Background: an optimization exercise with open tools, aiming at small area and a short achievable clock period. Do not read the settings as production practice.
Where RTL was checked, it was by simulation tests only, not by an equivalence proof against the original.

the previous run:
==> flow/design.v <==
module alu(
	input	wire		en,
	input	wire[3:0]	op,
	input	wire[15:0]	A,
	input	wire[15:0]	B,
	input	wire[15:0]	p,
	input	wire[15:0]	g,
	output	wire[15:0]	res
	);
	wire	o_and = en & (op == 4'b0011);
	wire	o_or  = en & (op == 4'b0100);
	wire	o_xor = en & (op == 4'b0101);
	wire	o_not = en & (op == 4'b0110);
	wire	o_sll = en & (op == 4'b0111);
	wire	o_srl = en & (op == 4'b1000);
	wire	o_sra = en & (op == 4'b1001);
	wire	o_rol = en & (op == 4'b1010);
	wire	right = (op[3:1] == 3'b100);
	wire	sg = o_and | o_or;
	wire	sp = o_or | o_xor;
	wire[15:0]	lo = ({16{sg}} & g) | ({16{sp}} & p) | ({16{o_not}} & ~A);
	wire[3:0]	b = B[3:0];
	wire[3:0]	amt;
	assign amt[0] = b[0];
	assign amt[1] = b[1] ^ (right & b[0]);
	assign amt[2] = b[2] ^ (right & (b[0] | b[1]));
	assign amt[3] = b[3] ^ (right & (b[0] | b[1] | b[2]));
	wire[15:0]	r0 = amt[0] ? {A[14:0], A[15]} : A;
	wire[15:0]	r1 = amt[1] ? {r0[13:0], r0[15:14]} : r0;
	wire[15:0]	r2 = amt[2] ? {r1[11:0], r1[15:12]} : r1;
	wire[15:0]	r3 = amt[3] ? {r2[7:0], r2[15:8]} : r2;
	wire		big = |B[15:4];
	wire		b16 = (B == 16'd16);
	wire[15:0]	tlv = 16'hffff << b;	 
	wire		rolm = o_rol & (~big | b16);
	wire		sllm = o_sll & ~big;
	wire		srm = (o_srl | o_sra) & ~big;
	genvar k;
	generate
		for (k = 0; k < 16; k = k + 1) begin : shm
			wire tr = tlv[15-k];
			wire m = (sllm & tlv[k]) | (srm & tr) | rolm;
			assign res[k] = (r3[k] & m) | (o_sra & A[15] & ~(tr & ~big)) | lo[k];
		end
	endgenerate
endmodule
module cla16(
	input	wire[15:0]	g,
	input	wire[15:0]	p,
	input	wire		ci,
	output	wire[16:0]	c
	);
	wire[79:0]	gl;
	wire[79:0]	pl;
	assign gl[15:0] = {g[15:1], g[0] | (p[0] & ci)};
	assign pl[15:0] = p;
	genvar k, l;
	generate
		for (l = 0; l < 4; l = l + 1) begin : lvl
			for (k = 0; k < 16; k = k + 1) begin : bt
				if ((k >> l) & 1) begin : op
					localparam integer j = ((k >> l) << l) - 1;
					assign gl[16*l+16+k] = gl[16*l+k] | (pl[16*l+k] & gl[16*l+j]);
					assign pl[16*l+16+k] = pl[16*l+k] & pl[16*l+j];
				end else begin : pass
					assign gl[16*l+16+k] = gl[16*l+k];
					assign pl[16*l+16+k] = pl[16*l+k];
				end
			end
		end
	endgenerate
	assign c = {gl[79:64], ci};
endmodule
module statem(
	input	wire		clk,
	input	wire		rst,
	input	wire[15:0]	sw,
	output	wire[15:0]	Fout
	);
	reg[1:0]	i;
	reg		show;		 
	reg[15:0]	A0;
	reg[15:0]	B0;
	reg[7:0]	cr;		 
	wire	i0 = (i == 2'd0);
	wire	i1 = (i == 2'd1);
	wire	i2 = (i == 2'd2);
	wire	i3 = (i == 2'd3);
	wire	o_add = (sw[3:0] == 4'b0001);
	wire	o_sub = (sw[3:0] == 4'b0010);
	wire[15:0]	bn = ({16{i1}} & sw) | ({16{i2 & o_add}} & B0) | ({16{i2 & o_sub}} & ~B0);
	wire		cn = i2 & o_sub;
	wire[16:0]	cy;
	cla16 nc(.g(A0 & bn), .p(A0 ^ bn), .ci(cn), .c(cy));
	wire[7:0]	crn = {cy[14], cy[12], cy[10], cy[8], cy[6], cy[4], cy[2], cy[0]};
	wire[15:0]	p = A0 ^ B0;
	wire[15:0]	g = A0 & B0;
	wire[16:0]	c;
	genvar k;
	generate
		for (k = 0; k < 8; k = k + 1) begin : fc
			assign c[2*k] = cr[k];
			assign c[2*k+1] = g[2*k] | (p[2*k] & cr[k]);
		end
	endgenerate
	assign c[16] = g[15] | (p[15] & c[15]);
	wire[15:0]	s = p ^ c[15:0];
	assign Fout = {16{show}} & s;
	wire	SF = s[15];
	wire	ZF = ~(|s);
	wire	CF = c[16] ^ cr[0];
	wire	OF = (c[15] ^ c[16]) & ~(cr[0] & ~(|A0));
	wire[15:0]	res;
	alu a(.en(i2), .op(sw[3:0]), .A(A0), .B(B0), .p(p), .g(g), .res(res));
	always @(posedge clk or negedge rst) begin
		if (rst == 0) begin
			i <= 2'd0;
			show <= 1'b0;
		end else begin
			i <= i + 2'd1;
			if (i2)
				show <= 1'b1;
		end
	end
	always @(posedge clk) begin
		B0 <= bn;
		cr <= crn;
		if (i0 | i3 | (i2 & ~o_add & ~o_sub))
			A0 <= ({16{i0}} & sw) | res | {12'b0, {4{i3}} & {SF, OF, ZF, CF}};
	end
endmodule
==> flow/config.mk <==
export PLATFORM = sky130hd
export DESIGN_NAME = statem
export DESIGN_NICKNAME = statem
export VERILOG_FILES = /design/flow/design.v
export SDC_FILE = /design/flow/constraint.sdc
export NUM_CORES = 4
export LEC_CHECK = 0
export CAP_MARGIN = 20
export CORE_MARGIN = 2
export CORE_UTILIZATION = 40
export SETUP_SLACK_MARGIN = 2.8
export SLEW_MARGIN = 20
==> flow/constraint.sdc <==
create_clock -name core_clock -period 6.0 [get_ports {clk}]
set_input_delay 1.2000 -clock core_clock [delete_from_list [all_inputs] [get_ports {clk}]]
set_output_delay 1.2000 -clock core_clock [all_outputs]
set_load 0.01 [all_outputs]
standard.sh (not shown) runs the stock make flow with config.mk's settings and CLKGATE_MAP_FILE= SYNTH_SCRIPT=/design/flow/synth_recipe.tcl, a recipe that flattens the netlist after the stock synthesis.
==> flow/flow/run.sh <==
#!/bin/bash
# Own flow: the standard layout, except that synthesis leaves adders to ABC
# (no full/half-adder cells) and maps with the ABC script in flow/abc.script.
set -euo pipefail
W=$(pwd)
# scripts folder = ORFS's scripts, with abc_area.script replaced by ours
mkdir -p "$W/scripts_own"
for f in "$FLOW_HOME"/scripts/*; do ln -sf "$f" "$W/scripts_own/"; done
rm -f "$W/scripts_own/abc_area.script"
cp "$W/flow/abc.script" "$W/scripts_own/abc_area.script"
make -C "$FLOW_HOME" DESIGN_CONFIG="$W/config.mk" WORK_HOME="$W/orfs" CLKGATE_MAP_FILE= \
	SYNTH_SCRIPT="$W/synth_recipe.tcl" SCRIPTS_DIR="$W/scripts_own" \
	ADDER_MAP_FILE= ABC_AREA=1 synth > "$W/synth.log" 2>&1
# the rest of the standard flow (synthesis is up to date, so make skips it),
# with plain buffers on the ports
export BUFFER_PORTS_ARGS="-buffer_cell sky130_fd_sc_hd__buf_2"
bash "$W/standard.sh" > "$W/layout.log" 2>&1
==> flow/flow/abc.script <==
strash
&get -n
&st
&dch -f
&nf -R 50
&put
topo
#### Input delta (the current run over the previous run)
-- flow/design.v --
<<< the previous run, line 4
	input	wire[15:0]	A,
	input	wire[15:0]	B,
	input	wire[15:0]	p,
	input	wire[15:0]	g,
	output	wire[15:0]	res
	);
>>> the current run, line 4
	input	wire[15:0]	A,
	input	wire[15:0]	B,
	output	wire[15:0]	res
	);
<<< the previous run, line 16
	wire	o_sra = en & (op == 4'b1001);
	wire	o_rol = en & (op == 4'b1010);
	wire	right = (op[3:1] == 3'b100);
	wire	sg = o_and | o_or;
	wire	sp = o_or | o_xor;
	wire[15:0]	lo = ({16{sg}} & g) | ({16{sp}} & p) | ({16{o_not}} & ~A);
	wire[3:0]	b = B[3:0];
	wire[3:0]	amt;
	assign amt[0] = b[0];
	assign amt[1] = b[1] ^ (right & b[0]);
	assign amt[2] = b[2] ^ (right & (b[0] | b[1]));
	assign amt[3] = b[3] ^ (right & (b[0] | b[1] | b[2]));
	wire[15:0]	r0 = amt[0] ? {A[14:0], A[15]} : A;
	wire[15:0]	r1 = amt[1] ? {r0[13:0], r0[15:14]} : r0;
>>> the current run, line 14
	wire	o_sra = en & (op == 4'b1001);
	wire	o_rol = en & (op == 4'b1010);
	wire	left  = o_sll | o_rol;
	wire	right = o_srl | o_sra;
	wire[3:0]	b = B[3:0];
	wire[3:0]	nb = 4'd0 - b;
	wire[3:0]	amt = ({4{left}} & b) | ({4{right}} & nb);
	wire[15:0]	r0 = amt[0] ? {A[14:0], A[15]} : A;
	wire[15:0]	r1 = amt[1] ? {r0[13:0], r0[15:14]} : r0;
<<< the previous run, line 35
	wire		rolm = o_rol & (~big | b16);
	wire		sllm = o_sll & ~big;
	wire		srm = (o_srl | o_sra) & ~big;
	genvar k;
	generate
		for (k = 0; k < 16; k = k + 1) begin : shm
			wire tr = tlv[15-k];
			wire m = (sllm & tlv[k]) | (srm & tr) | rolm;
			assign res[k] = (r3[k] & m) | (o_sra & A[15] & ~(tr & ~big)) | lo[k];
		end
	endgenerate
>>> the current run, line 28
	wire		rolm = o_rol & (~big | b16);
	wire		sllm = o_sll & ~big;
	wire		srm = right & ~big;
	wire		fil = (o_sra & A[15]) | o_or;
	genvar k;
	generate
		for (k = 0; k < 16; k = k + 1) begin : shm
			wire keep = (sllm & tlv[k]) | (srm & tlv[15-k]) | rolm |
				    (o_and & B[k]) | ((o_or | o_xor) & ~B[k]);
			wire fill = fil | ((o_xor | o_not) & ~A[k]);
			assign res[k] = keep ? r3[k] : fill;
		end
	endgenerate
<<< the previous run, line 112
	wire	OF = (c[15] ^ c[16]) & ~(cr[0] & ~(|A0));
	wire[15:0]	res;
	alu a(.en(i2), .op(sw[3:0]), .A(A0), .B(B0), .p(p), .g(g), .res(res));
	always @(posedge clk or negedge rst) begin
		if (rst == 0) begin
>>> the current run, line 107
	wire	OF = (c[15] ^ c[16]) & ~(cr[0] & ~(|A0));
	wire[15:0]	res;
	alu a(.en(i2), .op(sw[3:0]), .A(A0), .B(B0), .res(res));
	always @(posedge clk or negedge rst) begin
		if (rst == 0) begin
--- outcome ---
The final layout from the current run, which completed every stage, passed the timing, DRC and antenna checks at the end of the flow.
Per the comparison of the current run with the previous run, final-layout worst hold slack went down; number of nets in the layout went down; fraction of the yosys area taken by sequential cells did not really move.
Against the previous run, final instance count without filler cells in the current run fell by a few percent.
The largest voltage drop on the vdd net of the current run exceeds that of the previous run by about 4%.
Compared with the previous run, in the current run number of primary I/O pins neither gained nor lost much; sum of routed wire segments on met1 picked up an extra 71 microns; met2 usage lost 2.0 points; worst-margin pin slew picked up an extra 50 ps.
Number of global-route vias before repair shrinks by a little under 10% when moving from the previous run to the current run.
No functional check of the RTL was part of the current run.

## what the ideal ports hide
No port has a modelled driver above. Below, the same layouts with a new extraction and two added sets of constraints. Step 1 assumes that a clkbuf_16 drives the clock port and a buf_2 every other input. Step 2 also shifts input and output timing later by t, the mid clock arrival at the registers, as if the neighbouring blocks saw the same clock. Slacks: no drivers / after step 1 / after step 2; pairs: no drivers / after step 1.
run	shift t [ns]	setup WS [ns]	worst data-port slew with drivers (ns)	pins driven straight from the clock port
the previous run	0.336	2.837 / 2.846 / 2.510	0.03	1
the current run	0.326	2.710 / 2.687 / 2.361	0.07	1
After both steps setup and hold are still met in every run listed. The setup slack of the current run, which loses most, moves by -0.023 ns with the drivers and by -0.349 ns with both steps.
